This design comes from an exercise in tuning for small area, a short achievable clock period and few clock cycles on the open sky130 flow, not from production work. Where RTL was checked, it was by simulation tests only, not by an equivalence proof against the original. Function not checked in runs 2 to 5: the RTL went through the layout flow alone. Power and IR drop assume default switching activity.

File: design/flow/flow/run.sh
#!/bin/bash
# Layout: the standard ORFS flow (standard.sh), with these changes:
#  - synthesis: no half/full adder cell extraction (ADDER_MAP_FILE empty),
#    and ABC maps with flow/area.abc (see flow/own_synth.tcl);
#  - ports are buffered with buf_2 cells instead of the default choice.
# make's full output goes to standard.log; ORFS keeps each step's log under
# orfs/logs.
set -uo pipefail
export OWN_WORK_DIR=$PWD
export OWN_FLOW_DIR=$PWD/flow
bash standard.sh "SYNTH_SCRIPT=$OWN_FLOW_DIR/own_synth.tcl" ADDER_MAP_FILE= \
    "BUFFER_PORTS_ARGS=-buffer_cell sky130_fd_sc_hd__buf_2" \
    finish > standard.log 2>&1
status=$?
tail -n 30 standard.log
exit $status
File: design/flow/flow/area.abc
strash
&get -n
&fraig -x
&put
scorr
dc2
strash
&get -n
&dch -f
&nf -R 1000
&put
File: design/flow/flow/own_synth.tcl
# The standard flow's synthesis (synth_recipe.tcl in the work folder), with one change:
# ABC maps the logic with flow/area.abc instead of ORFS's abc_area.script.
# Registers are mapped before ABC runs, so they are the same as the standard flow's.
proc abc {args} {
  set i [lsearch -exact $args -script]
  if {$i >= 0} {
    lset args [expr {$i + 1}] [file join $::env(OWN_FLOW_DIR) area.abc]
  }
  yosys abc {*}$args
}
source [file join $::env(OWN_WORK_DIR) synth_recipe.tcl]
File: design/flow/standard.sh
#!/bin/bash
# synth_recipe.tcl (not shown) runs the flow's synth.tcl, then flattens the netlist and writes it again
# the make line also repeats each setting of config.mk as NAME=value (left out here)
make -C /OpenROAD-flow-scripts/flow DESIGN_CONFIG=/design/flow/config.mk WORK_HOME=/design/flow/orfs CLKGATE_MAP_FILE= SYNTH_SCRIPT=/design/flow/synth_recipe.tcl "${@:-finish}"
File: design/flow/config.mk
export PLATFORM = sky130hd
export DESIGN_NAME = HT_TOP
export DESIGN_NICKNAME = HT_TOP
export VERILOG_FILES = /design/flow/design.v
export SDC_FILE = /design/flow/constraint.sdc
export NUM_CORES = 4
export LEC_CHECK = 0
export ABC_AREA = 1
export CAP_MARGIN = 20
export CORE_MARGIN = 2
export CORE_UTILIZATION = 40
export CTS_BUF_LIST = sky130_fd_sc_hd__clkbuf_8
export SLEW_MARGIN = 20
File: design/flow/constraint.sdc
create_clock -name core_clock -period 32.0 [get_ports {clk}]
set_input_delay 6.4000 -clock core_clock [delete_from_list [all_inputs] [get_ports {clk}]]
set_output_delay 6.4000 -clock core_clock [all_outputs]
set_load 0.01 [all_outputs]
File: design/flow/design.v
module HT_OP (
    input         merge,
    input  [47:0] wl,
    input  [2:0]  xin,
    input  [7:0]  vld,
    input  [4:0]  newslot,
    input         hold,
    input  [14:0] pin,
    output [47:0] wo,
    output [14:0] po,
    output [2:0]  k
);
    function lt6;
        input [5:0] a, b;
        integer n;
        reg res;
        begin
            res = 1'b0;
            for (n = 0; n < 6; n = n + 1)
                res = (~a[n] & b[n]) | ((~a[n] | b[n]) & res);
            lt6 = res;
        end
    endfunction
    wire [5:0] w [0:7];
    wire [5:0] r [0:7];
    wire [7:0] c;
    wire [5:0] x;
    genvar i, s;
    generate
        for (i = 0; i < 8; i = i + 1) begin : UNP
            assign w[i] = wl[6*i +: 6];
        end
        for (i = 0; i < 8; i = i + 1) begin : REM
            if (i < 6) begin : SH
                assign r[i] = merge ? w[i+2] : {3'b000, w[i][2:0]};
            end else begin : TL
                assign r[i] = {3'b000, w[i][2:0]};
            end
            assign c[i] = vld[i] & lt6(r[i], x);
        end
    endgenerate
    assign x = merge ? (w[0] + w[1]) : {3'b000, xin};
    assign k[2] = c[3];
    assign k[1] = (c[1] & ~c[3]) | c[5];
    assign k[0] = (c[0] & ~c[1]) | (c[2] & ~c[3]) | (c[4] & ~c[5]) | c[6];
    generate
        for (i = 0; i < 8; i = i + 1) begin : INS
            if (i == 0) begin : F
                assign wo[6*i +: 6] = c[i] ? r[i] : x;
            end else begin : N
                assign wo[6*i +: 6] = c[i] ? r[i] : (c[i-1] ? x : r[i-1]);
            end
        end
        for (s = 0; s < 5; s = s + 1) begin : SLOT
            wire [2:0] p = pin[3*s +: 3];
            assign po[3*s +: 3] = newslot[s] ? k : (p + {2'b00, ~hold & (p >= k)});
        end
    endgenerate
endmodule
module HT_PATH (
    input  [2:0] p,
    input  [2:0] k1, k2, k3,
    input  [1:0] k4, k5,
    input        k6,
    output [7:1] h,
    output [7:1] b
);
    wire [7:0] q1 = 8'd1 << p;
    wire [6:0] q2;
    wire [5:0] q3;
    wire [4:0] q4;
    wire [3:0] q5;
    wire [2:0] q6;
    wire [1:0] q7;
    genvar i;
    generate
        for (i = 0; i < 7; i = i + 1) begin : S1
            wire gt = (i > k1);
            wire eq = (i == k1);
            assign q2[i] = eq ? (q1[0] | q1[1]) : gt ? q1[i+1] : q1[i+2];
        end
        for (i = 0; i < 6; i = i + 1) begin : S2
            wire gt = (i > k2);
            wire eq = (i == k2);
            assign q3[i] = eq ? (q2[0] | q2[1]) : gt ? q2[i+1] : q2[i+2];
        end
        for (i = 0; i < 5; i = i + 1) begin : S3
            wire gt = (i > k3);
            wire eq = (i == k3);
            assign q4[i] = eq ? (q3[0] | q3[1]) : gt ? q3[i+1] : q3[i+2];
        end
        for (i = 0; i < 4; i = i + 1) begin : S4
            wire gt = (i > k4);
            wire eq = (i == k4);
            assign q5[i] = eq ? (q4[0] | q4[1]) : gt ? q4[i+1] : q4[i+2];
        end
        for (i = 0; i < 3; i = i + 1) begin : S5
            wire gt = (i > k5);
            wire eq = (i == k5);
            assign q6[i] = eq ? (q5[0] | q5[1]) : gt ? q5[i+1] : q5[i+2];
        end
        for (i = 0; i < 2; i = i + 1) begin : S6
            wire gt = (i > k6);
            wire eq = (i == k6);
            assign q7[i] = eq ? (q6[0] | q6[1]) : gt ? q6[i+1] : q6[i+2];
        end
    endgenerate
    assign h = {1'b1, q6[0] | q6[1], q5[0] | q5[1], q4[0] | q4[1],
                q3[0] | q3[1], q2[0] | q2[1], q1[0] | q1[1]};
    assign b = {q7[0], q6[0], q5[0], q4[0], q3[0], q2[0], q1[0]};
endmodule
`timescale 1ns/1ps
module HT_TOP (
    input  wire       clk,
    input  wire       rst_n,
    input  wire       in_valid,
    input  wire [2:0] in_weight,
    input  wire       out_mode,
    output reg        out_valid,
    output reg        out_code
);
reg  [3:0]  t;
reg         pend;
reg         mode_q;
reg  [14:0] ptr;
reg  [2:0]  sc;       
reg  [2:0]  m;        
reg  [4:0]  w0, w1, w2;
reg  [3:0]  w3, w4, w5, w6;
reg  [2:0]  w7;
wire [47:0] wl = {3'd0, w7, 2'd0, w6, 2'd0, w5, 2'd0, w4, 2'd0, w3,
                  1'b0, w2, 1'b0, w1, 1'b0, w0};
wire [2:0] u     = t[2:0];
wire       merge = t[3] & ~(u[2] & u[1]);
wire       keep  = t[3] & u[2] & u[1];
wire [4:0] newslot;
assign newslot[0] = ~t[3] & (u == 3'd4);
assign newslot[1] = ~t[3] & (mode_q ? (u == 3'd2) : (u == 3'd5));
assign newslot[2] = ~t[3] & (mode_q ? (u == 3'd5) : (u == 3'd6));
assign newslot[3] = ~t[3] & (mode_q ? (u == 3'd0) : (u == 3'd7));
assign newslot[4] = ~t[3] & (mode_q ? (u == 3'd1) : (u == 3'd3));
wire [7:0] vld;
genvar v;
generate
    for (v = 0; v < 8; v = v + 1) begin : VLD
        assign vld[v] = keep | (merge ? (u + v < 6) : (u > v));
    end
endgenerate
wire [47:0] wa;
wire [14:0] pa;
wire [2:0]  ka;
HT_OP u_a (
    .merge(merge), .wl(wl), .xin(keep ? 3'd7 : w7), .vld(vld),
    .newslot(newslot), .hold(t[3]),
    .pin(ptr), .wo(wa), .po(pa), .k(ka)
);
reg [2:0] ps;
always @(*) begin
    case (sc)
        3'd0:    ps = ptr[2:0];
        3'd1:    ps = ptr[5:3];
        3'd2:    ps = ptr[8:6];
        3'd3:    ps = ptr[11:9];
        default: ps = ptr[14:12];
    endcase
end
wire [7:1] h, b;
HT_PATH u_path (.p(ps), .k1(w2[2:0]), .k2(w3[2:0]), .k3(w4[2:0]),
                .k4(w5[1:0]), .k5(w6[1:0]), .k6(w7[0]), .h(h), .b(b));
wire [7:1] rest = h & ((7'd1 << (m - 3'd1)) - 7'd1);
reg  [2:0] mn;
always @(*) begin
    casez (rest)
        7'b?1?????: mn = 3'd6;
        7'b?01????: mn = 3'd5;
        7'b?001???: mn = 3'd4;
        7'b?0001??: mn = 3'd3;
        7'b?00001?: mn = 3'd2;
        7'b?000001: mn = 3'd1;
        default:    mn = 3'd7;
    endcase
end
wire more = (rest != 7'd0);
wire bit_m = b[m];
wire snd  = (t == 4'd15);
wire idle = ~t[3] & ~pend;
wire fin  = (t == 4'd14);
wire emit = fin | snd;
wire last = ~more & (sc == 3'd4);
always @(posedge clk) begin
    mode_q <= out_mode;
    ptr <= pa;
    if (emit) begin
        m  <= mn;
        sc <= more ? sc : sc + 3'd1;
    end else begin
        m  <= 3'd7;
        sc <= 3'd0;
    end
    w7 <= in_valid ? in_weight : merge ? ka : wa[44:42];
    {w6, w5, w4, w3, w2} <=
        {wa[39:36], wa[33:30], wa[27:24], wa[21:18], wa[16:12]};
    {w1, w0} <= {wa[10:6], wa[4:0]};
end
always @(posedge clk or negedge rst_n) begin
    if (!rst_n) begin
        t         <= 4'd0;
        pend      <= 1'b0;
        out_valid <= 1'b0;
        out_code  <= 1'b0;
    end else begin
        pend      <= in_valid;
        out_valid <= emit;
        out_code  <= emit & bit_m;
        if ((snd & last) | idle)
            t <= 4'd0;
        else if (!snd)
            t <= t + 4'd1;
    end
end
endmodule
==> out/metrics.csv, run 1 <==
stage;metric;value;unit
grt;busiest_layer;met2;
setup_path;critical_path.max_stage_delay;0.37;ns
synthesis;synth_ff_type;dfxtp_1;
setup_path;crit_type;flip-flop to primary output;
sta;finalSetupViolations;0;
synthesis;syn-cell-area;4220;um^2
final_layout;antenna_cells;0;
setup_path;cp-end-kind;primary output;
final_layout;final_util;45.6;%
route;first_pass_iters;5;
grt;gr-total-overflow;0;
worst_hold_path;hold_path_class;flip-flop to flip-flop;
setup_path;crit_arrival;0.85;ns
setup_path;path_cells;buf_2;
setup_path;required;25.60;ns
sta;slew-limit-headroom;33.9;%
sta;maxSlewViolCount;0;
synthesis;synth_top_family_by_area;compound AO/OA/AOI/OAI gates;
setup_path;crit_cells;1;
synthesis;synth-edff-count;6;
final_layout;nets;591;
route;viasPerCell;5.67;
grt;grt_antenna_before_repair;0;
flow_run;cap_violations;0;
synthesis;syn_avg_cell_area;7.61;um^2
synthesis;syn_nets;562;
setup_path;path_buf_inv;1;
die;rows;37;
synthesis;ys_types;45;
sta;hold_violations;0;
setup_path;cp_max_fo;1;
clock_network;clock-sinks;63;
worst_hold_path;min-delay-start;w2[4];
grt;grt_pass1_vias;3700;
grt;grt_pass1_wl;18400;um
synthesis;async_flop_share;11.1;%
synthesis;synth-seq-area-share;32.1;%
clock_network;cts_made_buffers;9;
clock_network;clock_latency;0.35;ns
synthesis;syn_inst;555;
power;power.density;95.9;nW/um^2
clock_network;tritoncts;yes;
sta;rsz0062_at_grt;false;
power;leakage;1.77;nW
clock_network;htree_levels;3;
sta;clock_skew;0.0144;ns
route;vias;4111;
synthesis;yosys.area_share.simple;25.1;%
setup_path;cp_top_family;flip-flops;
route;ant_nets;0;
clock_network;clock-root-buffer;clkbuf_8;
sta;period_share;22.7;%
clock_network;hold_buffers;0;
grt;track_usage;20.2;%
sta;worst_slew_pin_slew;0.991;ns
die;core_area;10300;um^2
setup_path;slowest_stage;dfrtp_1;
synthesis;synth_compound_area_share;27.3;%
sta;fmax;0.138;GHz
worst_hold_path;hold_depth;2;
grt;grt_util_met1;28.4;%
final_layout;final_common_cell;nor2_1;
power;finalPower;0.449;mW
clock_network;post_cts_buffers;0;
route;dr.first_iter.drc_count;350;
final_layout;layout-drive-gt1-share;5.77;%
setup_path;crit_path_start_kind;flip-flop;
setup_path;startpoint;out_valid;
die;start_util;41.1;%
clock_network;clock_path_buffers;2;
final_layout;area_growth;10.8;%
die;ios;9;
setup_path;r2r_start;sc[0];
clock_network;cts_resized;0;
final_layout;nFillCells;1061;
clock_network;clk_pin_slew;0.07;ns
power;ir_drop;0.0000388;V
placed_design;place_hpwl;8000;um
synthesis;yosysWarnings;8;
status;outcome;complete, no violations;
synthesis;synth_xor_area_share;3.11;%
grt;use_met2;32.0;%
grt;grt_max_degree;42;
sta;period_minus_slack;7.25;ns
sta;fin_setup_tns;0;ns
final_layout;mostFrequentLayoutCells;78 x nor2_1, 63 x a21oi_1, 56 x nand2_1;
route;wirelength;11100;um
placed_design;io_buffers;8;
synthesis;synth_seq_cells;63;
die;die_area;11400;um^2
grt;met3_usage;2.86;%
die;die_y;107;um
synthesis;synth_mux_area_share;8.44;%
route;post-route-drc-count;0;
route;drt-wirelength-per-cell;15.4;um
setup_path;r2r_cells;24;
die;die_w;107;um
synthesis;synth-adder-area-share;2.84;%
placed_design;routabilityCongestion;0.834;
==> area by class of cell <==
type	instances	area, um^2	share of cell area [%]
inverter	13	48.8	1.04
sequential	63	1360	29.0
clock inverter	6	30.0	0.641
multi-input combinational	479	2820	60.3
timing repair buffer	18	115	2.46
clock buffer	10	138	2.94
tap	136	170	3.63
==> power breakdown <==
group / leakage, nW / switching (mW) / internal [mW]
combinational: 1.10 / 0.134 / 0.103
clock: 0.0944 / 0.0312 / 0.0292
sequential: 0.575 / 0.0427 / 0.109
total: 1.77 / 0.208 / 0.241
==> cells in the mapped netlist, types with 10 or more instances <==
master,instances,area (um^2)
clkinv_1,13,48.8
mux2i_1,30,300
nand3_1,20,100
maj3_1,12,120
xnor2_1,10,87.6
a21oi_1,63,315
nor2_1,78,293
dfxtp_1,50,1000
nand2_1,56,210
nor3_1,16,80.1
nor2b_1,15,93.8
o22ai_1,13,81.3
o21ai_0,51,255
==> sequential cells by signal, summed over array words and instances (netlist names), 3 cells and up <==
name / cells
ptr: 15
w0: 5
w1: 5
w2: 5
t: 4
w3: 4
w4: 4
w5: 4
w6: 4
m: 3
sc: 3
w7: 3
==> path summary, 6_finish.rpt <==
check | end | slack (ns)
worst max-delay path | out_valid | 24.75
worst min-delay path | w1[4] | 0.49
worst max register to register | t[0] | 26.40
worst min register to register | w1[4] | 0.49
max in group asynchronous | out_valid | 25.91
min in group asynchronous | pend | 5.90
==> metal layers <==
layer | vias up | wire [um]
li1 | 2129 | -
met4 | 0 | 128
met1 | 1893 | 5450
met5 | - | 0
met2 | 82 | 5100
met3 | 7 | 453
==> cell families (layout without fill, tap and decap cells) <==
kind of cell,Yosys count,after routing
DFF,63,63
AOI/OAI and AO/OA,191,191
and+or+nand+nor,226,226
adders and majority gates,12,12
muxes,35,35
xor gates and xnor gates,15,15
buffers and inverters,13,47
==> stage by stage <==
| step | instance area, um^2 | cells | setup slack [ns] | hold slack [ns] |
|---|---|---|---|---|
| 2_1_floorplan | 4220 | 555 | 24.93 | 0.460 |
| 3_3_place_gp | 4510 | 709 | 24.75 | 0.484 |
| 3_5_place_dp | 4510 | 709 | 24.73 | 0.484 |
| 4_1_cts | 4680 | 725 | 24.74 | 0.495 |
| 5_1_grt | 4680 | 725 | 24.72 | 0.523 |
| 6_report | 4680 | 725 | 24.75 | 0.490 |
Testbench counts, summed over its fixed seeds: cycles 11,025.
==> run 2, diff against run 1 <==
--- a/design/flow/design.v
+++ b/design/flow/design.v
@@ -36,10 +36,15 @@
             end else begin : TL
                 assign r[i] = {3'b000, w[i][2:0]};
             end
-            assign c[i] = vld[i] & lt6(r[i], x);
+            if (i < 6) begin : CM
+                assign c[i] = vld[i] & lt6(r[i], x);
+            end else begin : CI
+                assign c[i] = vld[i] & lt6(r[i], {3'b000, xin});
+            end
         end
     endgenerate
-    assign x = merge ? (w[0] + w[1]) : {3'b000, xin};
+    wire [4:0] sum = w[0][4:0] + w[1][4:0];
+    assign x = merge ? {1'b0, sum} : {3'b000, xin};
     assign k[2] = c[3];
     assign k[1] = (c[1] & ~c[3]) | c[5];
     assign k[0] = (c[0] & ~c[1]) | (c[2] & ~c[3]) | (c[4] & ~c[5]) | c[6];
@@ -77,32 +82,38 @@
         for (i = 0; i < 7; i = i + 1) begin : S1
             wire gt = (i > k1);
             wire eq = (i == k1);
-            assign q2[i] = eq ? (q1[0] | q1[1]) : gt ? q1[i+1] : q1[i+2];
+            assign q2[i] = eq ? (q1[0] | q1[1]) : gt ? q1[i+1] :
+                           (i + 2 < 8) ? q1[(i + 2) % 8] : 1'b0;
         end
         for (i = 0; i < 6; i = i + 1) begin : S2
             wire gt = (i > k2);
             wire eq = (i == k2);
-            assign q3[i] = eq ? (q2[0] | q2[1]) : gt ? q2[i+1] : q2[i+2];
+            assign q3[i] = eq ? (q2[0] | q2[1]) : gt ? q2[i+1] :
+                           (i + 2 < 7) ? q2[(i + 2) % 7] : 1'b0;
         end
         for (i = 0; i < 5; i = i + 1) begin : S3
             wire gt = (i > k3);
             wire eq = (i == k3);
-            assign q4[i] = eq ? (q3[0] | q3[1]) : gt ? q3[i+1] : q3[i+2];
+            assign q4[i] = eq ? (q3[0] | q3[1]) : gt ? q3[i+1] :
+                           (i + 2 < 6) ? q3[(i + 2) % 6] : 1'b0;
         end
         for (i = 0; i < 4; i = i + 1) begin : S4
             wire gt = (i > k4);
             wire eq = (i == k4);
-            assign q5[i] = eq ? (q4[0] | q4[1]) : gt ? q4[i+1] : q4[i+2];
+            assign q5[i] = eq ? (q4[0] | q4[1]) : gt ? q4[i+1] :
+                           (i + 2 < 5) ? q4[(i + 2) % 5] : 1'b0;
         end
         for (i = 0; i < 3; i = i + 1) begin : S5
             wire gt = (i > k5);
             wire eq = (i == k5);
-            assign q6[i] = eq ? (q5[0] | q5[1]) : gt ? q5[i+1] : q5[i+2];
+            assign q6[i] = eq ? (q5[0] | q5[1]) : gt ? q5[i+1] :
+                           (i + 2 < 4) ? q5[(i + 2) % 4] : 1'b0;
         end
         for (i = 0; i < 2; i = i + 1) begin : S6
             wire gt = (i > k6);
             wire eq = (i == k6);
-            assign q7[i] = eq ? (q6[0] | q6[1]) : gt ? q6[i+1] : q6[i+2];
+            assign q7[i] = eq ? (q6[0] | q6[1]) : gt ? q6[i+1] :
+                           (i + 2 < 3) ? q6[(i + 2) % 3] : 1'b0;
         end
     endgenerate
     assign h = {1'b1, q6[0] | q6[1], q5[0] | q5[1], q4[0] | q4[1],
@@ -121,7 +132,6 @@
 );
 reg  [3:0]  t;
 reg         pend;
-reg         mode_q;
 reg  [14:0] ptr;
 reg  [2:0]  sc;       
 reg  [2:0]  m;        
@@ -135,10 +145,10 @@
 wire       keep  = t[3] & u[2] & u[1];
 wire [4:0] newslot;
 assign newslot[0] = ~t[3] & (u == 3'd4);
-assign newslot[1] = ~t[3] & (mode_q ? (u == 3'd2) : (u == 3'd5));
-assign newslot[2] = ~t[3] & (mode_q ? (u == 3'd5) : (u == 3'd6));
-assign newslot[3] = ~t[3] & (mode_q ? (u == 3'd0) : (u == 3'd7));
-assign newslot[4] = ~t[3] & (mode_q ? (u == 3'd1) : (u == 3'd3));
+assign newslot[1] = ~t[3] & (out_mode ? (u == 3'd2) : (u == 3'd5));
+assign newslot[2] = ~t[3] & (out_mode ? (u == 3'd5) : (u == 3'd6));
+assign newslot[3] = ~t[3] & (out_mode ? (u == 3'd0) : (u == 3'd7));
+assign newslot[4] = ~t[3] & (out_mode ? (u == 3'd1) : (u == 3'd3));
 wire [7:0] vld;
 genvar v;
 generate
@@ -188,7 +198,6 @@
 wire emit = fin | snd;
 wire last = ~more & (sc == 3'd4);
 always @(posedge clk) begin
-    mode_q <= out_mode;
     ptr <= pa;
     if (emit) begin
         m  <= mn;
--- a/design/flow/config.mk
+++ b/design/flow/config.mk
@@ -6,8 +6,8 @@
 export NUM_CORES = 4
 export LEC_CHECK = 0
 export ABC_AREA = 1
-export CAP_MARGIN = 20
+export CAP_MARGIN = 0
 export CORE_MARGIN = 2
 export CORE_UTILIZATION = 40
 export CTS_BUF_LIST = sky130_fd_sc_hd__clkbuf_8
-export SLEW_MARGIN = 20
+export SLEW_MARGIN = 0
==> run 2 against run 1 <==
Compared with the run above:
- sequential share of layout area grew 0.21 points
- die area shrank 3.4%
- largest cell class unchanged
- register-to-register slack gained 0.08 ns
- cell area shrank 2.2%
- count of clock-buffer cells in the layout grew 1
- non-clock buffer count grew 1
- combinational power shrank 3%
- worst hold slack gained 0.0075 ns
- area after synthesis shrank 3.6%
- core utilization grew 1.1 points
==> out/metrics.csv, run 2 <==
stage;metric;value;unit
status;outcome;complete, no violations;
setup_path;cp-end-kind;primary output;
grt;grt_pass1_wl;18700;um
clock_network;cts_resized;0;
die;start_util;41.5;%
setup_path;crit_arrival;0.83;ns
setup_path;crit_type;flip-flop to primary output;
synthesis;synth_top_area_share;24.1;%
final_layout;final_util;46.6;%
route;first_pass_iters;5;
synthesis;synth_compound_area_share;28.8;%
sta;hold_violations;0;
synthesis;netlist_top_cells_area;dfxtp_1 24%, o21ai_0 7.7%, nor2_1 7.4%;
synthesis;synth_common_cells;80 x nor2_1, 71 x nand2_1, 63 x o21ai_0, 57 x a21oi_1, 49 x dfxtp_1;
clock_network;cts_made_buffers;9;
synthesis;synth-adder-area-share;1.97;%
final_layout;area_growth;12.4;%
synthesis;synth_mux_area_share;6.39;%
route;vias;4131;
clock_network;clock-root-buffer;clkbuf_8;
final_layout;final_common_cell;nor2_1;
sta;clock_skew;0.0101;ns
final_layout;finalNonFillerCells;719;
worst_hold_path;min-delay-start;w6[3];
synthesis;syn_avg_cell_area;7.39;um^2
clock_network;hold_buffers;0;
final_layout;multiInputGateArea;2690;um^2
clock_network;clock_path_buffers;2;
route;wirelength;11200;um
setup_path;slowest_stage;dfrtp_1;
sta;period_minus_slack;7.23;ns
synthesis;synth_ff_type;dfxtp_1;
route;post-route-drc-count;0;
route;drt-wirelength-per-cell;15.5;um
die;ios;9;
die;die_area;11000;um^2
placed_design;pre_cts_ws;24.46;ns
synthesis;synth_area_leader_cell;dfxtp_1;
die;rows;36;
sta;fin_setup_tns;0;ns
die;core_area;9820;um^2
final_layout;regMostFlops;ptr;
sta;rsz0062_at_grt;false;
route;viasPerCell;5.75;
synthesis;synth_xor_area_share;3.65;%
final_layout;mostFrequentLayoutCells;79 x nor2_1, 71 x nand2_1, 61 x o21ai_0;
final_layout;nets;588;
sta;postLayoutSetupSlackWorst;24.77;ns
worst_hold_path;whs_endpoint;w5[3];
flow_run;cap_violations;0;
synthesis;synth-edff-count;6;
synthesis;synth.most_common_cell;nor2_1;
worst_hold_path;hold_path_class;flip-flop to flip-flop;
final_layout;largest_reg_flops;15;
placed_design;routabilityCongestion;0.839;
route;ant_nets;0;
final_layout;layout-drive-gt1-share;6.14;%
sta;fmax;0.138;GHz
sta;maxSlewViolCount;0;
worst_hold_path;hold_depth;2;
sta;period_share;22.6;%
setup_path;ff2ff_setup_slack;26.48;ns
power;power.density;98.8;nW/um^2
final_layout;regArea;1340;um^2
setup_path;reg2reg_to;t[1];
sta;finalSetupViolations;0;
synthesis;synth-seq-area-share;32.8;%
synthesis;syn_nets;558;
clock_network;clk_pin_slew;0.07;ns
synthesis;yosysWarnings;2;
synthesis;async_flop_share;11.3;%
setup_path;cp_max_fo;1;
synthesis;synth_seq_cells;62;
setup_path;r2r_cells;21;
clock_network;post_cts_buffers;0;
setup_path;r2r_start;sc[2];
power;ir_drop;0.0000369;V
sta;slew-limit-headroom;34.7;%
die;die_w;105;um
synthesis;syn_inst;551;
grt;grt_pass1_vias;3765;
clock_network;tritoncts;yes;
grt;track_usage;21.1;%
setup_path;critical_path.max_stage_delay;0.36;ns
grt;grt_antenna_before_repair;0;
placed_design;place_inst;703;
clock_network;clock_latency;0.34;ns
synthesis;synth_top_family_by_area;compound AO/OA/AOI/OAI gates;
power;leakage;1.79;nW
final_layout;nFillCells;1014;
setup_path;path_buf_inv;1;
synthesis;yosys.area_share.simple;25.0;%
placed_design;place_hpwl;8110;um
grt;gr-total-overflow;0;
grt;grt_max_degree;34;
die;die_y;105;um
setup_path;path_cells;buf_2;
synthesis;ys_types;50;
setup_path;required;25.60;ns
placed_design;io_buffers;8;
setup_path;cp_top_family;flip-flops;
clock_network;clock-sinks;62;
final_layout;antenna_cells;0;
route;dr.first_iter.drc_count;298;
sta;hold_ws;0.498;ns
synthesis;syn-cell-area;4070;um^2
sta;worst_slew_pin_slew;0.979;ns
clock_network;htree_levels;3;
setup_path;crit_path_start_kind;flip-flop;
## run 2: logic make-up after synthesis
logic type,Yosys count
xor+xnor,17
simple gates,227
mux,26
fa+ha+maj,8
flops,62
buf+inv,15
compound gates,196
## run 2: metal layers
metal  up-vias  wire (um)  GRT usage [%]  part of all wire [%]
met4         0        153           5.52                   1.4
met1      1917       5610           30.1                    50
met2        83       5010           33.0                    45
met5         -          0              0                     0
met3        14        398           3.68                   3.6
li1       2117          -              -                     -
## run 2: how the worst max path moves through the flow
stage / start / to / slack (ns) / cells after the start
2_1_floorplan: out_mode / ptr[11] / 24.68 / 4
3_3_place_gp: out_mode / ptr[11] / 24.51 / 5
3_5_place_dp: out_mode / ptr[11] / 24.46 / 5
4_1_cts: out_valid / out_valid / 24.74 / 1
5_1_grt: out_mode / ptr[9] / 24.62 / 6
6_report: out_valid / out_valid / 24.77 / 1
## run 2: power breakdown
part / switching, mW / total [mW] / internal (mW)
combinational: 0.132 / 0.229 / 0.0965
clock: 0.0323 / 0.0725 / 0.0402
sequential: 0.0443 / 0.151 / 0.107
## run 2: layout make-up
type                    instances  area share, %
well taps                     133           3.63
flip-flops and latches         62           29.2
repair buffers                 19           2.68
multi-input cells             474           58.7
inverters                      15           1.23
clock buffers                  11           3.31
clock inverters                 5           1.28
## run 2: per-stage QoR
stage	cell area, um^2	power [mW]
final	4580	0.452
after global routing	4580	0.494
after CTS	4580	0.452
after detailed placement	4370	0.377
after global placement	4370	0.372
after floorplan	4070	0.317
==> run 3, diff against run 2 <==
==> design/flow/flow/run.sh (replaced) <==
#!/bin/bash
# Layout: the standard ORFS flow (standard.sh), with these changes:
#  - synthesis: no half/full adder cell extraction (ADDER_MAP_FILE empty),
#    and ABC maps with flow/area.abc (see flow/own_synth.tcl);
#  - ports are buffered with buf_2 cells instead of the default choice;
#  - clock tree: clkbuf_8 buffers, up to 32 flip-flops per leaf buffer, and
#    no dummy loads.
# make's full output goes to standard.log; ORFS keeps each step's log under
# orfs/logs.
set -uo pipefail
export OWN_WORK_DIR=$PWD
export OWN_FLOW_DIR=$PWD/flow
bash standard.sh "SYNTH_SCRIPT=$OWN_FLOW_DIR/own_synth.tcl" ADDER_MAP_FILE= \
    "BUFFER_PORTS_ARGS=-buffer_cell sky130_fd_sc_hd__buf_2" \
    "CTS_ARGS=-sink_clustering_enable -repair_clock_nets -buf_list sky130_fd_sc_hd__clkbuf_8 -sink_clustering_size 32 -sink_clustering_max_diameter 200 -dont_use_dummy_load" \
    finish > standard.log 2>&1
status=$?
tail -n 30 standard.log
exit $status
--- a/design/flow/config.mk
+++ b/design/flow/config.mk
@@ -9,5 +9,4 @@
 export CAP_MARGIN = 0
 export CORE_MARGIN = 2
 export CORE_UTILIZATION = 40
-export CTS_BUF_LIST = sky130_fd_sc_hd__clkbuf_8
 export SLEW_MARGIN = 0
==> run 3 against run 2 <==
Compared with the run above:
- still clean on timing, DRC and antenna
- clock power is 27% lower
- die area stayed put
- final cell count is 0.97% lower
- wire length is 0.15% lower
- flip-flop and latch count stayed put
- via count hardly changed
- power is 4.5% lower
- sequential share of layout area is 0.56 points higher
- critical path depth stayed put
- sequential power hardly changed
- critical endpoint unchanged
- largest cell class unchanged
==> out/metrics.csv, run 3 <==
stage;metric;value;unit
power;power.density;96.2;nW/um^2
worst_hold_path;min-delay-start;w6[3];
setup_path;crit_path_start_kind;flip-flop;
sta;period_share;22.6;%
clock_network;clock_latency;0.35;ns
sta;hold_ws;0.496;ns
flow_run;cap_violations;0;
sta;finalSetupViolations;0;
die;rows;36;
worst_hold_path;hold_path_class;flip-flop to flip-flop;
grt;met3_usage;3.31;%
synthesis;syn_inst;551;
clock_network;clock_path_buffers;2;
final_layout;mostFrequentLayoutCells;79 x nor2_1, 71 x nand2_1, 61 x o21ai_0;
synthesis;synth-seq-area-share;32.8;%
sta;hold_violations;0;
setup_path;crit_cells;1;
setup_path;crit_type;flip-flop to primary output;
clock_network;tritoncts;yes;
synthesis;synth_ff_type;dfxtp_1;
final_layout;finalNonFillerCells;712;
final_layout;nFillCells;1026;
setup_path;path_cells;buf_2;
setup_path;slowest_stage;dfrtp_1;
final_layout;final_common_cell;nor2_1;
power;intPower;0.228;mW
clock_network;clk_pin_slew;0.07;ns
synthesis;yosysWarnings;2;
setup_path;startpoint;out_valid;
route;dr.first_iter.drc_count;301;
setup_path;cp_max_fo;1;
route;vias;4130;
route;ant_nets;0;
synthesis;async_flop_share;11.3;%
die;die_w;105;um
die;die_area;11000;um^2
grt;grt_antenna_before_repair;0;
route;first_pass_iters;5;
sta;clock_skew;0.0279;ns
route;post-route-drc-count;0;
synthesis;synth_seq_cells;62;
setup_path;path_buf_inv;1;
placed_design;io_buffers;8;
synthesis;synth.most_common_cell;nor2_1;
route;wirelength;11200;um
sta;rsz0062_at_grt;false;
synthesis;syn_nets;558;
clock_network;cts_made_buffers;9;
synthesis;syn-cell-area;4070;um^2
final_layout;multiInputGateArea;2690;um^2
route;drt-wirelength-per-cell;15.7;um
setup_path;critical_path.max_stage_delay;0.36;ns
final_layout;largest_reg_flops;15;
power;p_sw_share;47.2;%
synthesis;synth_top_area_share;24.1;%
die;die_y;105;um
final_layout;regArea;1340;um^2
die;core_area;9820;um^2
grt;grt_max_degree;34;
sta;fin_setup_tns;0;ns
clock_network;htree_levels;3;
final_layout;layout-drive-gt1-share;5.18;%
grt;grt_util_met1;30.2;%
sta;slew-limit-headroom;34.6;%
power;finalPower;0.432;mW
final_layout;regMostFlops;ptr;
clock_network;post_cts_buffers;0;
grt;busiest_layer;met2;
status;outcome;complete, no violations;
synthesis;synth_common_cells;80 x nor2_1, 71 x nand2_1, 63 x o21ai_0, 57 x a21oi_1, 49 x dfxtp_1;
power;power_switching;0.204;mW
synthesis;syn_avg_cell_area;7.39;um^2
placed_design;place_inst;703;
clock_network;hold_buffers;0;
power;leakage;1.75;nW
placed_design;place_hpwl;8110;um
grt;track_usage;20.9;%
setup_path;crit_arrival;0.83;ns
final_layout;area_growth;10.3;%
final_layout;antenna_cells;0;
synthesis;netlist_top_cells_area;dfxtp_1 24%, o21ai_0 7.7%, nor2_1 7.4%;
setup_path;cp_top_family;flip-flops;
synthesis;synth_area_leader_cell;dfxtp_1;
placed_design;routabilityCongestion;0.839;
die;start_util;41.5;%
setup_path;required;25.60;ns
die;ios;9;
route;viasPerCell;5.80;
setup_path;ff2ff_setup_slack;26.47;ns
sta;fmax;0.138;GHz
power;pwr-share-seq;35.0;%
grt;use_met2;32.5;%
synthesis;ys_types;50;
setup_path;critPathCapture;out_valid;
clock_network;clock-root-buffer;clkbuf_8;
grt;grt_pass1_vias;3712;
setup_path;r2r_start;sc[2];
sta;worst_slew_pin_slew;0.981;ns
clock_network;cts_resized;0;
clock_network;clock-sinks;62;
sta;period_minus_slack;7.23;ns
final_layout;nets;588;
synthesis;synth-edff-count;6;
setup_path;reg2reg_to;t[1];
grt;gr-total-overflow;0;
power;clock_power_share;12.2;%
sta;maxSlewViolCount;0;
setup_path;cp-end-kind;primary output;
grt;grt_pass1_wl;18500;um
power;combPwrFrac;52.8;%
power;ir_drop;0.0000373;V
setup_path;r2r_cells;21;
## run 3: stage by stage
| stage | worst slack, ns | cell area (um^2) | util [%] |
|---|---|---|---|
| finish | 24.77 | 4490 | 45.8 |
| global route | 24.60 | 4490 | 45.8 |
| CTS | 24.76 | 4490 | 45.8 |
| detailed placement | 24.46 | 4370 | 44.5 |
| global placement | 24.51 | 4370 | 44.5 |
| floorplan | 24.68 | 4070 | - |
## run 3: logic make-up after synthesis
kind of cell,after synthesis,share of synthesized area (%)
buffers and inverters,15,1.38
muxes,26,6.39
AOI/OAI and AO/OA,196,28.8
DFF,62,32.8
and+or+nand+nor,227,25.0
adders and majority gates,8,1.97
xor gates and xnor gates,17,3.65
## run 3: per-layer routing
layer / up-vias / part of all wire, %
met1: 1911 / 49
met5: - / 0
li1: 2108 / -
met3: 12 / 5.1
met2: 99 / 44
met4: 0 / 1.0
## run 3: worst register-to-register path: stages, from the launching register on
cell      delay [ns]
dfxtp_1         0.52
nor3b_1         0.13
a22oi_1         0.21
nand2_1         0.07
mux2i_1         0.43
or3_1           0.21
nor2_1          0.04
a211oi_1        0.66
nand2_1         0.09
o21ai_0         0.10
and2_0          0.32
o311a_1         0.29
nor3b_1         0.07
a311oi_1        0.31
o21ai_0         0.15
a21oi_1         0.23
a211o_1         0.18
o31ai_1         0.10
nor4b_1         0.59
nand3_1         0.28
o21ai_0         0.23
o21ai_0         0.17
## run 3: area by class of cell
type	count	area share, %
Clock buffer	9	2.76
Inverter	15	1.25
Multi-Input combinational cell	474	59.8
Timing Repair Buffer	19	2.73
Sequential cell	62	29.7
Tap cell	133	3.70
## run 3: worst min path at each step
| stage | to | slack, ns | cells after the start |
|---|---|---|---|
| finish | w5[3] | 0.50 | 2 |
| global route | w5[3] | 0.55 | 2 |
| CTS | w5[3] | 0.50 | 2 |
| detailed placement | w5[3] | 0.49 | 2 |
| global placement | w5[3] | 0.49 | 2 |
| floorplan | w5[3] | 0.46 | 2 |
## run 3: power groups by stage
stage                     sequential (mW)  clock (mW)  combinational, mW
after CTS                           0.150      0.0536              0.227
final                               0.151      0.0528              0.228
after detailed placement            0.152           0              0.225
after global routing                0.156      0.0574              0.259
after global placement              0.150           0              0.222
after floorplan                     0.137           0              0.180
==> run 4, diff against run 3 <==
==> design/flow/flow/run.sh (replaced) <==
#!/bin/bash
# Layout: the standard ORFS flow (standard.sh), with these changes:
#  - synthesis: no half/full adder cell extraction (ADDER_MAP_FILE empty),
#    and ABC maps with flow/area.abc (see flow/own_synth.tcl);
#  - ports are buffered with buf_2 cells instead of the default choice;
#  - clock tree: clkbuf_16 buffers, up to 64 flip-flops per leaf buffer, and
#    no dummy loads.
# make's full output goes to standard.log; ORFS keeps each step's log under
# orfs/logs.
set -uo pipefail
export OWN_WORK_DIR=$PWD
export OWN_FLOW_DIR=$PWD/flow
bash standard.sh "SYNTH_SCRIPT=$OWN_FLOW_DIR/own_synth.tcl" ADDER_MAP_FILE= \
    "BUFFER_PORTS_ARGS=-buffer_cell sky130_fd_sc_hd__buf_2" \
    "CTS_ARGS=-sink_clustering_enable -repair_clock_nets -buf_list sky130_fd_sc_hd__clkbuf_16 -sink_clustering_size 64 -sink_clustering_max_diameter 500 -dont_use_dummy_load" \
    finish > standard.log 2>&1
status=$?
tail -n 30 standard.log
exit $status
==> run 4 against run 3 <==
Compared with the run above:
- setup slack got worse by 0.030 ns
- clock skew fell by 0.0097 ns
- wire length rose by 0.28%
- synthesized cell count did not move
- critical path type is now primary input to flip-flop
- fmax fell by 0.42%
- non-clock buffer count did not move
==> out/metrics.csv, run 4 <==
stage;metric;value;unit
sta;slew-limit-headroom;33.8;%
route;drt-wirelength-per-cell;15.7;um
sta;period_minus_slack;7.26;ns
status;outcome;complete, no violations;
grt;grt_pass1_vias;3736;
route;viasPerCell;5.74;
placed_design;placed_area;4370;um^2
power;ir_drop;0.0000374;V
synthesis;synth_top_area_share;24.1;%
sta;maxSlewViolCount;0;
die;ios;9;
grt;grt_antenna_before_repair;0;
synthesis;syn_nets;558;
sta;period_share;22.7;%
final_layout;antenna_cells;0;
clock_network;cts_resized;0;
grt;grt_max_degree;34;
grt;gr-total-overflow;0;
synthesis;netlist_top_cells_area;dfxtp_1 24%, o21ai_0 7.7%, nor2_1 7.4%;
power;power.density;100;nW/um^2
synthesis;synth-seq-area-share;32.8;%
synthesis;syn_inst;551;
worst_hold_path;hold_path_class;flip-flop to flip-flop;
route;vias;4088;
synthesis;syn-cell-area;4070;um^2
final_layout;regMostFlops;ptr;
placed_design;io_buffers;8;
final_layout;final_cell_area;4590;um^2
die;die_area;11000;um^2
final_layout;nets;588;
flow_run;cap_violations;0;
synthesis;synth_area_leader_cell;dfxtp_1;
synthesis;syn_avg_cell_area;7.39;um^2
clock_network;clock-sinks;62;
sta;fmax;0.138;GHz
setup_path;crit_arrival;7.51;ns
setup_path;crit_type;primary input to flip-flop;
synthesis;synth-edff-count;6;
synthesis;synth_ff_type;dfxtp_1;
clock_network;clock_path_buffers;2;
power;leakage;1.80;nW
sta;finalSetupViolations;0;
final_layout;final_common_cell;nor2_1;
final_layout;mostFrequentLayoutCells;79 x nor2_1, 71 x nand2_1, 61 x o21ai_0;
clock_network;hold_buffers;0;
setup_path;cp_max_fo;5;
setup_path;required;32.25;ns
clock_network;tritoncts;yes;
clock_network;post_cts_buffers;0;
grt;grt_pass1_wl;18600;um
clock_network;htree_levels;3;
route;post-route-drc-count;0;
sta;rsz0062_at_grt;false;
sta;clock_skew;0.0183;ns
synthesis;yosysWarnings;2;
synthesis;synth_seq_cells;62;
setup_path;startpoint;out_mode;
final_layout;largest_reg_flops;15;
final_layout;area_growth;12.8;%
route;first_pass_iters;5;
clock_network;cts_made_buffers;9;
die;core_area;9820;um^2
setup_path;cp-end-kind;flip-flop;
clock_network;clk_pin_slew;0.05;ns
synthesis;synth_common_cells;80 x nor2_1, 71 x nand2_1, 63 x o21ai_0, 57 x a21oi_1, 49 x dfxtp_1;
synthesis;ys_types;50;
worst_hold_path;min-delay-start;w6[3];
route;dr.first_iter.drc_count;291;
clock_network;clock_latency;0.33;ns
die;rows;36;
sta;worst_slew_pin_slew;0.994;ns
sta;fin_setup_tns;0;ns
sta;hold_violations;0;
grt;track_usage;20.9;%
placed_design;routabilityCongestion;0.839;
clock_network;clock-root-buffer;clkbuf_16;
die;die_y;105;um
setup_path;r2r_start;sc[2];
placed_design;place_hpwl;8110;um
route;wirelength;11200;um
die;start_util;41.5;%
die;die_w;105;um
setup_path;crit_path_start_kind;primary input;
synthesis;async_flop_share;11.3;%
synthesis;synth.most_common_cell;nor2_1;
final_layout;nFillCells;1019;
final_layout;layout-drive-gt1-share;5.18;%
route;ant_nets;0;
run 4: cell counts after synthesis:
No cell type changed its count.
run 4: cells by family (layout without fill, tap and decap cells):
family / Yosys count / after routing / synth area share [%]
buf+inv: 15 / 43 / 1.38
flops: 62 / 62 / 32.8
fa+ha+maj: 8 / 8 / 1.97
mux: 26 / 26 / 6.39
simple gates: 227 / 227 / 25.0
compound gates: 196 / 196 / 28.8
xor+xnor: 17 / 17 / 3.65
run 4: cell type report:
class,count,area [um^2],area share (%)
timing repair buffer,19,123,2.67
sequential,62,1340,29.1
multi-input combinational,474,2690,58.5
inverter,15,56.3,1.23
clock buffer,9,225,4.90
tap,133,166,3.62
run 4: where the power goes:
group | switching [mW] | internal, mW | total, mW
sequential | 0.0444 | 0.107 | 0.151
clock | 0.0313 | 0.0491 | 0.0804
combinational | 0.132 | 0.0965 | 0.228
run 4: final timing paths:
path	endpoint	slack, ns	cells past startpoint
worst min register to register	w5[3]	0.49	2
worst max register to register	t[1]	26.50	21
worst max-delay path	ptr[10]	24.74	6
worst min-delay path	w5[3]	0.49	2
min in group asynchronous	t[3]	5.91	1
max in group asynchronous	out_code	25.89	1
run 4: through the flow:
step	power (mW)	hold slack [ns]	setup WS [ns]	utilization, %	std cells
2_1_floorplan	0.317	0.465	24.68	-	551
4_1_cts	0.458	0.494	24.78	46.8	712
3_3_place_gp	0.372	0.488	24.51	44.5	703
6_report	0.460	0.494	24.74	46.8	712
5_1_grt	0.501	0.546	24.58	46.8	712
3_5_place_dp	0.377	0.487	24.46	44.5	703
run 4: worst max-delay path, stage by stage:
cell and delay (ns):
buf_2 0.12, nor2b_1 0.24, a21oi_1 0.06, nor3_1 0.45, nor2_1 0.11, a21oi_1 0.14
run 4: routing by layer:
layer / vias up / global-route usage (%) / routed length [um]
met1: 1895 / 30.4 / 5740
met4: 0 / 5.71 / 105
met2: 72 / 32.5 / 4950
met5: - / 0 / 0
met3: 10 / 2.81 / 399
li1: 2111 / - / -
==> run 5, diff against run 4 <==
--- a/design/flow/design.v
+++ b/design/flow/design.v
@@ -43,7 +43,7 @@
             end
         end
     endgenerate
-    wire [4:0] sum = w[0][4:0] + w[1][4:0];
+    wire [4:0] sum = w[0][3:0] + w[1][3:0];
     assign x = merge ? {1'b0, sum} : {3'b000, xin};
     assign k[2] = c[3];
     assign k[1] = (c[1] & ~c[3]) | c[5];
@@ -132,23 +132,24 @@
 );
 reg  [3:0]  t;
 reg         pend;
+reg         mode_q;
 reg  [14:0] ptr;
 reg  [2:0]  sc;       
 reg  [2:0]  m;        
-reg  [4:0]  w0, w1, w2;
-reg  [3:0]  w3, w4, w5, w6;
+reg  [3:0]  w0, w1, w3, w4, w5, w6;
+reg  [4:0]  w2;
 reg  [2:0]  w7;
 wire [47:0] wl = {3'd0, w7, 2'd0, w6, 2'd0, w5, 2'd0, w4, 2'd0, w3,
-                  1'b0, w2, 1'b0, w1, 1'b0, w0};
+                  1'b0, w2, 2'd0, w1, 2'd0, w0};
 wire [2:0] u     = t[2:0];
 wire       merge = t[3] & ~(u[2] & u[1]);
 wire       keep  = t[3] & u[2] & u[1];
 wire [4:0] newslot;
 assign newslot[0] = ~t[3] & (u == 3'd4);
-assign newslot[1] = ~t[3] & (out_mode ? (u == 3'd2) : (u == 3'd5));
-assign newslot[2] = ~t[3] & (out_mode ? (u == 3'd5) : (u == 3'd6));
-assign newslot[3] = ~t[3] & (out_mode ? (u == 3'd0) : (u == 3'd7));
-assign newslot[4] = ~t[3] & (out_mode ? (u == 3'd1) : (u == 3'd3));
+assign newslot[1] = ~t[3] & (mode_q ? (u == 3'd2) : (u == 3'd5));
+assign newslot[2] = ~t[3] & (mode_q ? (u == 3'd5) : (u == 3'd6));
+assign newslot[3] = ~t[3] & (mode_q ? (u == 3'd0) : (u == 3'd7));
+assign newslot[4] = ~t[3] & (mode_q ? (u == 3'd1) : (u == 3'd3));
 wire [7:0] vld;
 genvar v;
 generate
@@ -198,6 +199,7 @@
 wire emit = fin | snd;
 wire last = ~more & (sc == 3'd4);
 always @(posedge clk) begin
+    mode_q <= out_mode;
     ptr <= pa;
     if (emit) begin
         m  <= mn;
@@ -209,22 +211,19 @@
     w7 <= in_valid ? in_weight : merge ? ka : wa[44:42];
     {w6, w5, w4, w3, w2} <=
         {wa[39:36], wa[33:30], wa[27:24], wa[21:18], wa[16:12]};
-    {w1, w0} <= {wa[10:6], wa[4:0]};
+    {w1, w0} <= {wa[9:6], wa[3:0]};
+end
+always @(posedge clk) begin
+    pend      <= in_valid;
+    out_valid <= emit;
+    out_code  <= emit & bit_m;
 end
 always @(posedge clk or negedge rst_n) begin
-    if (!rst_n) begin
-        t         <= 4'd0;
-        pend      <= 1'b0;
-        out_valid <= 1'b0;
-        out_code  <= 1'b0;
-    end else begin
-        pend      <= in_valid;
-        out_valid <= emit;
-        out_code  <= emit & bit_m;
-        if ((snd & last) | idle)
-            t <= 4'd0;
-        else if (!snd)
-            t <= t + 4'd1;
-    end
+    if (!rst_n)
+        t <= 4'd0;
+    else if ((snd & last) | idle)
+        t <= 4'd0;
+    else if (!snd)
+        t <= t + 4'd1;
 end
 endmodule
==> design/flow/flow/run.sh (replaced) <==
#!/bin/bash
# Layout: the standard ORFS flow (standard.sh), with these changes:
#  - synthesis: no half/full adder cell extraction (ADDER_MAP_FILE empty),
#    and ABC maps with flow/area.abc (see flow/own_synth.tcl);
#  - ports are buffered with buf_2 cells instead of the default choice;
#  - clock tree: clkbuf_8 buffers, up to 32 flip-flops per leaf buffer, and
#    no dummy loads.
# make's full output goes to standard.log; ORFS keeps each step's log under
# orfs/logs.
set -uo pipefail
export OWN_WORK_DIR=$PWD
export OWN_FLOW_DIR=$PWD/flow
bash standard.sh "SYNTH_SCRIPT=$OWN_FLOW_DIR/own_synth.tcl" ADDER_MAP_FILE= \
    "BUFFER_PORTS_ARGS=-buffer_cell sky130_fd_sc_hd__buf_2" \
    "CTS_ARGS=-sink_clustering_enable -repair_clock_nets -buf_list sky130_fd_sc_hd__clkbuf_8 -sink_clustering_size 32 -sink_clustering_max_diameter 200 -dont_use_dummy_load" \
    finish > standard.log 2>&1
status=$?
tail -n 30 standard.log
exit $status
==> run 5 against run 4 <==
Compared with the run above:
- core utilization down 1.4 points
- count of clock-buffer cells in the layout stayed put
- die area fell by 0.65%
- area after synthesis decreased by 0.68%
- first-iteration DRC count down 7.2%
- still clean on timing, DRC and antenna
- clock power is 36% lower
==> out/metrics.csv, run 5 <==
stage;metric;value;unit
die;die_w;105;um
setup_path;crit_arrival;0.76;ns
synthesis;syn_nets;527;
setup_path;slowest_stage;dfxtp_1;
clock_network;clock-root-buffer;clkbuf_8;
sta;worst_slew_pin_slew;1.07;ns
route;met1_length;5350;um
synthesis;synth-seq-area-share;32.2;%
die;die_y;105;um
final_layout;antenna_cells;0;
setup_path;critical_path.max_stage_delay;0.30;ns
final_layout;largest_reg_flops;15;
sta;hold_ws;0.508;ns
die;start_util;41.2;%
setup_path;path_buf_inv;1;
clock_network;hold_buffers;0;
grt;track_usage;19.9;%
status;outcome;complete, no violations;
worst_hold_path;hold_path_class;flip-flop to flip-flop;
sta;maxSlewViolCount;0;
route;viasPerCell;5.84;
synthesis;synth-edff-count;6;
synthesis;ys_types;54;
route;drt-wirelength-per-cell;15.7;um
clock_network;clock_path_buffers;2;
power;p_sw_share;46.2;%
clock_network;tritoncts;yes;
final_layout;mostFrequentLayoutCells;60 x nor2_1, 57 x nand2_1, 55 x a21oi_1;
synthesis;synth_common_cells;60 x nor2_1, 57 x nand2_1, 55 x a21oi_1, 54 x o21ai_0, 51 x dfxtp_1;
clock_network;cts_made_buffers;9;
final_layout;final_util;45.4;%
synthesis;syn-cell-area;4050;um^2
synthesis;synth_area_leader_cell;dfxtp_1;
sta;fmax;0.140;GHz
flow_run;cap_violations;0;
sta;period_share;22.4;%
setup_path;r2r_cells;22;
placed_design;routabilityCongestion;0.819;
power;combPwrFrac;53.6;%
power;finalPower;0.429;mW
synthesis;yosysWarnings;2;
route;wirelength;10700;um
clock_network;post_cts_buffers;0;
grt;grt_antenna_before_repair;0;
sta;finalSetupViolations;0;
die;core_area;9820;um^2
sta;rsz0062_at_grt;false;
route;ant_nets;0;
clock_network;clk_pin_slew;0.07;ns
sta;slew-limit-headroom;28.7;%
placed_design;io_buffers;8;
synthesis;syn_inst;520;
die;die_area;10900;um^2
final_layout;nFillCells;1022;
clock_network;cts_resized;0;
clock_network;clock-sinks;61;
route;highest_layer;met4;
synthesis;synth_seq_cells;61;
sta;period_minus_slack;7.16;ns
synthesis;synth.most_common_cell;nor2_1;
setup_path;required;25.60;ns
sta;hold_violations;0;
placed_design;place_hpwl;7650;um
setup_path;path_cells;buf_2;
power;power.density;96.2;nW/um^2
final_layout;area_growth;10.2;%
clock_network;htree_levels;3;
clock_network;clock_latency;0.34;ns
die;rows;36;
power;leakage;1.73;nW
sta;fin_setup_tns;0;ns
power;pwr-share-seq;34.3;%
synthesis;synth_ff_type;dfxtp_1;
synthesis;netlist_top_cells_area;dfxtp_1 25%, mux2i_1 8.7%, a21oi_1 6.8%;
placed_design;placed_area;4340;um^2
power;ir_drop;0.0000353;V
route;vias;3978;
grt;grt_pass1_vias;3605;
grt;grt_pass1_wl;17800;um
die;ios;9;
grt;gr-total-overflow;0;
route;first_pass_iters;5;
setup_path;crit_cells;1;
setup_path;cp_max_fo;1;
setup_path;crit_path_start_kind;flip-flop;
setup_path;crit_type;flip-flop to primary output;
power;power_switching;0.198;mW
final_layout;final_cell_area;4460;um^2
final_layout;nets;557;
setup_path;cp_top_family;flip-flops;
sta;clock_skew;0.0180;ns
route;dr.first_iter.drc_count;270;
power;clock_power_share;12.1;%
route;met2_length;4850;um
synthesis;syn_avg_cell_area;7.78;um^2
final_layout;regMostFlops;ptr;
power;intPower;0.231;mW
setup_path;cp-end-kind;primary output;
grt;grt_max_degree;30;
route;wl_met3;432;um
synthesis;synth_top_area_share;25.2;%
worst_hold_path;hold_depth;2;
final_layout;final_common_cell;nor2_1;
final_layout;layout-drive-gt1-share;5.11;%
route;post-route-drc-count;0;
synthesis;async_flop_share;6.56;%
-- run 5: cell types whose count changed after synthesis, sizes merged, moves of 6 or more --
cell    before  now
nor2        80   60
clkinv      15    5
nand3       12   20
mux2i       26   35
nand2       71   57
nor3        21   13
nand2b       4   11
o22ai       15    9
o21ai       63   54
-- run 5: stage by stage --
stage          setup slack (ns)  std cells
4_1_cts                   24.82        681
3_3_place_gp              24.81        672
2_1_floorplan             25.00        520
3_5_place_dp              24.80        672
5_1_grt                   24.80        681
6_report                  24.84        681
-- run 5: worst paths after layout --
check | start | endpoint | slack, ns
setup / recovery | out_valid | out_valid | 24.84
hold / removal | w6[3] | w5[3] | 0.51
setup reg to reg | sc[0] | t[1] | 26.30
hold reg to reg | w6[3] | w5[3] | 0.51
max in group asynchronous | rst_n | t[1] | 26.04
min in group asynchronous | rst_n | t[0] | 5.85
-- run 5: cell families after synthesis --
family          count (synthesis)  synth area share [%]
buf+inv                         5                 0.464
simple gates                  206                  24.3
fa+ha+maj                       7                  1.73
xor+xnor                       16                  3.46
mux                            38                  9.49
compound gates                187                  28.4
flops                          61                  32.2
-- run 5: metal layers --
metal,vias to the layer above,global-route usage [%]
met3,10,4.62
met4,0,4.10
li1,2039,-
met2,90,31.9
met5,-,0
met1,1839,27.6
-- run 5: layout make-up --
cell class / instances / area [um^2] / area share, %
clock buffer: 9 / 124 / 2.78
timing repair buffer: 19 / 123 / 2.75
tap: 133 / 166 / 3.73
inverter: 5 / 18.8 / 0.421
sequential: 61 / 1300 / 29.2
multi-input combinational: 454 / 2730 / 61.1
-- run 5: power groups by stage --
stage / registers, mW / logic, mW / clock network [mW]
finish: 0.147 / 0.230 / 0.0517
global route: 0.152 / 0.262 / 0.0568
CTS: 0.146 / 0.229 / 0.0542
detailed placement: 0.148 / 0.227 / 0
global placement: 0.146 / 0.222 / 0
floorplan: 0.135 / 0.183 / 0
==> run 6, diff against run 5 <==
--- a/design/flow/design.v
+++ b/design/flow/design.v
@@ -70,55 +70,37 @@
     output [7:1] h,
     output [7:1] b
 );
-    wire [7:0] q1 = 8'd1 << p;
-    wire [6:0] q2;
-    wire [5:0] q3;
-    wire [4:0] q4;
-    wire [3:0] q5;
-    wire [2:0] q6;
-    wire [1:0] q7;
+    function [6:1] step;
+        input [7:1] g;
+        input [2:0] km;
+        integer i;
+        begin
+            step = 6'd0;
+            for (i = 1; i <= 6; i = i + 1)
+                step[i] = (i <= km) ? (~g[2] | ((i + 2 <= 7) ? g[(i + 2) % 8] : 1'b0))
+                                    : g[i + 1];
+        end
+    endfunction
+    wire [7:1] g1;
     genvar i;
     generate
-        for (i = 0; i < 7; i = i + 1) begin : S1
-            wire gt = (i > k1);
-            wire eq = (i == k1);
-            assign q2[i] = eq ? (q1[0] | q1[1]) : gt ? q1[i+1] :
-                           (i + 2 < 8) ? q1[(i + 2) % 8] : 1'b0;
-        end
-        for (i = 0; i < 6; i = i + 1) begin : S2
-            wire gt = (i > k2);
-            wire eq = (i == k2);
-            assign q3[i] = eq ? (q2[0] | q2[1]) : gt ? q2[i+1] :
-                           (i + 2 < 7) ? q2[(i + 2) % 7] : 1'b0;
-        end
-        for (i = 0; i < 5; i = i + 1) begin : S3
-            wire gt = (i > k3);
-            wire eq = (i == k3);
-            assign q4[i] = eq ? (q3[0] | q3[1]) : gt ? q3[i+1] :
-                           (i + 2 < 6) ? q3[(i + 2) % 6] : 1'b0;
-        end
-        for (i = 0; i < 4; i = i + 1) begin : S4
-            wire gt = (i > k4);
-            wire eq = (i == k4);
-            assign q5[i] = eq ? (q4[0] | q4[1]) : gt ? q4[i+1] :
-                           (i + 2 < 5) ? q4[(i + 2) % 5] : 1'b0;
-        end
-        for (i = 0; i < 3; i = i + 1) begin : S5
-            wire gt = (i > k5);
-            wire eq = (i == k5);
-            assign q6[i] = eq ? (q5[0] | q5[1]) : gt ? q5[i+1] :
-                           (i + 2 < 4) ? q5[(i + 2) % 4] : 1'b0;
-        end
-        for (i = 0; i < 2; i = i + 1) begin : S6
-            wire gt = (i > k6);
-            wire eq = (i == k6);
-            assign q7[i] = eq ? (q6[0] | q6[1]) : gt ? q6[i+1] :
-                           (i + 2 < 3) ? q6[(i + 2) % 3] : 1'b0;
+        for (i = 1; i <= 7; i = i + 1) begin : T1
+            assign g1[i] = (p >= i);
         end
     endgenerate
-    assign h = {1'b1, q6[0] | q6[1], q5[0] | q5[1], q4[0] | q4[1],
-                q3[0] | q3[1], q2[0] | q2[1], q1[0] | q1[1]};
-    assign b = {q7[0], q6[0], q5[0], q4[0], q3[0], q2[0], q1[0]};
+    wire [6:1] g2 = step(g1, k1);
+    wire [6:1] g3w = step({1'b0, g2}, k2);
+    wire [5:1] g3 = g3w[5:1];
+    wire [6:1] g4w = step({2'b00, g3}, k3);
+    wire [6:1] g5w = step({3'b000, g4w[4:1]}, {1'b0, k4});
+    wire [6:1] g6w = step({4'b0000, g5w[3:1]}, {1'b0, k5});
+    wire [6:1] g7w = step({5'b00000, g6w[2:1]}, {2'b00, k6});
+    wire [4:1] g4 = g4w[4:1];
+    wire [3:1] g5 = g5w[3:1];
+    wire [2:1] g6 = g6w[2:1];
+    wire       g7 = g7w[1];
+    assign h = {1'b1, ~g6[2], ~g5[2], ~g4[2], ~g3[2], ~g2[2], ~g1[2]};
+    assign b = {~g7, ~g6[1], ~g5[1], ~g4[1], ~g3[1], ~g2[1], ~g1[1]};
 endmodule
 `timescale 1ns/1ps
 module HT_TOP (
==> design/flow/flow/area.abc (replaced) <==
strash
&get -n
&fraig -x
&put
scorr
dc2
strash
&get -n
&dch -f
&nf -R 1000
&st
&dch -f
&nf -R 1000
&st
&dch -f
&nf -R 1000
&put
==> run 6 against run 5 <==
Compared with the run above:
- clock power grew 0.8%
- still clean on timing, DRC and antenna
- combinational power down 8.7%
- critical path depth did not move
- sequential power about the same
- critical path type unchanged
==> out/metrics.csv, run 6 <==
stage;metric;value;unit
status;outcome;complete, no violations;
power;pwr-share-seq;35.6;%
power;power.density;96.7;nW/um^2
setup_path;r2r_cells;16;
die;die_y;102;um
placed_design;pre_cts_ws;24.83;ns
power;leakage;1.59;nW
setup_path;startpoint;out_valid;
clock_network;htree_levels;3;
setup_path;cp-end-kind;primary output;
final_layout;antenna_cells;0;
clock_network;clock-sinks;61;
synthesis;synth-edff-count;6;
clock_network;post_cts_buffers;0;
power;finalPower;0.408;mW
sta;finalSetupViolations;0;
route;drt-wirelength-per-cell;16.0;um
synthesis;yosysWarnings;3;
route;wirelength;10600;um
route;viasPerCell;5.87;
setup_path;crit_path_start_kind;flip-flop;
synthesis;syn_inst;511;
setup_path;path_cells;buf_2;
synthesis;synth_ff_type;dfxtp_1;
placed_design;io_buffers;8;
die;ios;9;
die;die_w;102;um
grt;grt_pass1_wl;17400;um
final_layout;final_common_cell;nor2_1;
worst_hold_path;hold_path_class;flip-flop to flip-flop;
grt;grt_max_degree;40;
grt;grt_pass1_vias;3479;
clock_network;cts_made_buffers;9;
synthesis;synth-seq-area-share;34.0;%
setup_path;crit_type;flip-flop to primary output;
route;vias;3901;
setup_path;required;25.60;ns
setup_path;crit_cells;1;
power;ir_drop;0.0000318;V
synthesis;synth_top_area_share;26.7;%
clock_network;clk_pin_slew;0.08;ns
setup_path;reg2reg_to;ptr[14];
final_layout;final_cell_area;4220;um^2
placed_design;place_inst;656;
worst_hold_path;hold_depth;1;
sta;fin_setup_tns;0;ns
synthesis;ys_types;50;
final_layout;nets;545;
route;post-route-drc-count;0;
placed_design;routabilityCongestion;0.865;
sta;clock_skew;0.0304;ns
die;rows;35;
sta;period_share;22.4;%
setup_path;cp_top_family;flip-flops;
clock_network;tritoncts;yes;
die;core_area;9280;um^2
clock_network;hold_buffers;0;
clock_network;cts_resized;0;
placed_design;placed_area;4090;um^2
worst_hold_path;min-delay-start;ptr[14];
route;ant_nets;0;
power;clock_power_share;12.8;%
sta;fmax;0.139;GHz
sta;hold_violations;0;
synthesis;synth_common_cells;79 x nor2_1, 71 x nand2_1, 55 x o21ai_0, 51 x dfxtp_1, 42 x a21oi_1;
placed_design;place_hpwl;7670;um
power;combPwrFrac;51.6;%
setup_path;ff2ff_setup_slack;26.59;ns
sta;rsz0062_at_grt;false;
synthesis;synth.most_common_cell;nor2_1;
final_layout;finalNonFillerCells;665;
sta;maxSlewViolCount;0;
synthesis;syn_avg_cell_area;7.49;um^2
sta;period_minus_slack;7.17;ns
synthesis;synth_area_leader_cell;dfxtp_1;
final_layout;area_growth;10.1;%
synthesis;netlist_top_cells_area;dfxtp_1 27%, nor2_1 7.7%, o21ai_0 7.2%;
final_layout;largest_reg_flops;15;
setup_path;cp_max_fo;1;
power;p_sw_share;46.3;%
setup_path;path_buf_inv;1;
clock_network;clock-root-buffer;clkbuf_8;
final_layout;layout-drive-gt1-share;4.66;%
sta;worst_slew_pin_slew;0.960;ns
setup_path;slowest_stage;dfxtp_1;
flow_run;cap_violations;0;
setup_path;r2r_start;t[3];
setup_path;critical_path.max_stage_delay;0.31;ns
setup_path;crit_arrival;0.77;ns
grt;gr-total-overflow;0;
synthesis;syn-cell-area;3830;um^2
route;first_pass_iters;5;
synthesis;async_flop_share;6.56;%
sta;slew-limit-headroom;35.8;%
die;die_area;10400;um^2
grt;grt_antenna_before_repair;0;
route;dr.first_iter.drc_count;302;
power;intPower;0.219;mW
synthesis;syn_nets;518;
final_layout;mostFrequentLayoutCells;79 x nor2_1, 71 x nand2_1, 55 x o21ai_0;
final_layout;regMostFlops;ptr;
power;power_switching;0.189;mW
synthesis;synth_seq_cells;61;
grt;track_usage;21.4;%
sta;postLayoutSetupSlackWorst;24.83;ns
die;start_util;41.3;%
setup_path;critPathCapture;out_valid;
clock_network;clock_path_buffers;2;
clock_network;clock_latency;0.34;ns
-- run 6: cell types whose count changed in the layout (fill, tap and decap cells not counted), sizes merged, moves of 4 or more --
cell,previous run,this run
clkinv,5,10
o22ai,9,13
xor2,9,3
maj3,7,1
nor2b,11,4
nand3b,5,1
o211ai,3,10
a21oi,55,42
nor2,60,79
mux2i,35,25
nand2b,11,4
nand2,57,71
-- run 6: layout make-up --
type | instances | area (um^2)
fill | 989 | 5070
multi-input combinational | 440 | 2490
sequential | 61 | 1300
tap | 129 | 161
clock buffer | 9 | 124
timing repair buffer | 16 | 100
inverter | 10 | 37.5
-- run 6: kinds of logic (layout without fill, tap and decap cells) --
| family | Yosys count | in the layout | synth area share [%] |
|---|---|---|---|
| AOI/OAI and AO/OA | 188 | 188 | 30.9 |
| adders and majority gates | 1 | 1 | 0.261 |
| buffers and inverters | 10 | 35 | 0.980 |
| and+or+nand+nor | 213 | 213 | 24.4 |
| muxes | 25 | 25 | 6.53 |
| xor gates and xnor gates | 13 | 13 | 2.97 |
| DFF | 61 | 61 | 34.0 |
-- run 6: how the worst min path moves through the flow --
stage / endpoint / slack, ns
2_1_floorplan: ptr[14] / 0.46
3_3_place_gp: ptr[14] / 0.48
3_5_place_dp: ptr[14] / 0.49
4_1_cts: ptr[14] / 0.50
5_1_grt: ptr[14] / 0.54
6_report: ptr[14] / 0.50
-- run 6: through the flow --
step / util, % / hold slack, ns
5_1_grt: 45.4 / 0.543
6_report: 45.4 / 0.501
3_5_place_dp: 44.1 / 0.489
2_1_floorplan: - / 0.456
4_1_cts: 45.4 / 0.501
3_3_place_gp: 44.1 / 0.479
-- run 6: layer usage --
layer | vias to the layer above | routed length (um) | global-route usage, %
met5 | - | 0 | 0
met4 | 0 | 92 | 4.72
met3 | 10 | 485 | 3.90
met2 | 84 | 4800 | 33.4
met1 | 1838 | 5240 | 31.1
li1 | 1969 | - | -
-- run 6: power by group through the flow --
stage / combinational [mW] / clock, mW / sequential, mW
floorplan: 0.169 / 0 / 0.133
global placement: 0.204 / 0 / 0.146
detailed placement: 0.208 / 0 / 0.146
CTS: 0.209 / 0.0531 / 0.145
global route: 0.239 / 0.0568 / 0.151
finish: 0.210 / 0.0521 / 0.145
Testbench counts of run 6, summed over its fixed seeds: cycles 11,025.

## what the ideal ports hide
The results above use ideal ports. As a check the final layouts listed here were re-extracted and re-timed, cells and wires unchanged. Step 1 sets driving cells, clkbuf_16 on the clock port and buf_2 on the other inputs (assumed; they add their load-dependent delay and slew). Step 2 times the ports against the registers' clock, not the clock port: input delays grow and output delays shrink by t, the midpoint of the rising clock arrivals with the driver on. Three values: ideal ports, drivers, drivers and shift; two values: the first two.
run	shift t [ns]	slack for setup (ns)	cell pins on the clock port's net
run 1	0.372	24.750 / 24.719 / 24.730	1
run 2	0.372	24.765 / 24.730 / 24.427	1
run 3	0.367	24.772 / 24.737 / 24.426	1
run 4	0.358	24.742 / 24.755 / 24.401	1
run 5	0.363	24.838 / 24.809 / 24.782	1
run 6	0.360	24.826 / 24.793 / 24.822	1
After both steps every run listed still meets setup and hold. For run 3, which loses most, drivers alone change the setup slack by -0.035 ns; drivers and shift together by -0.346 ns.
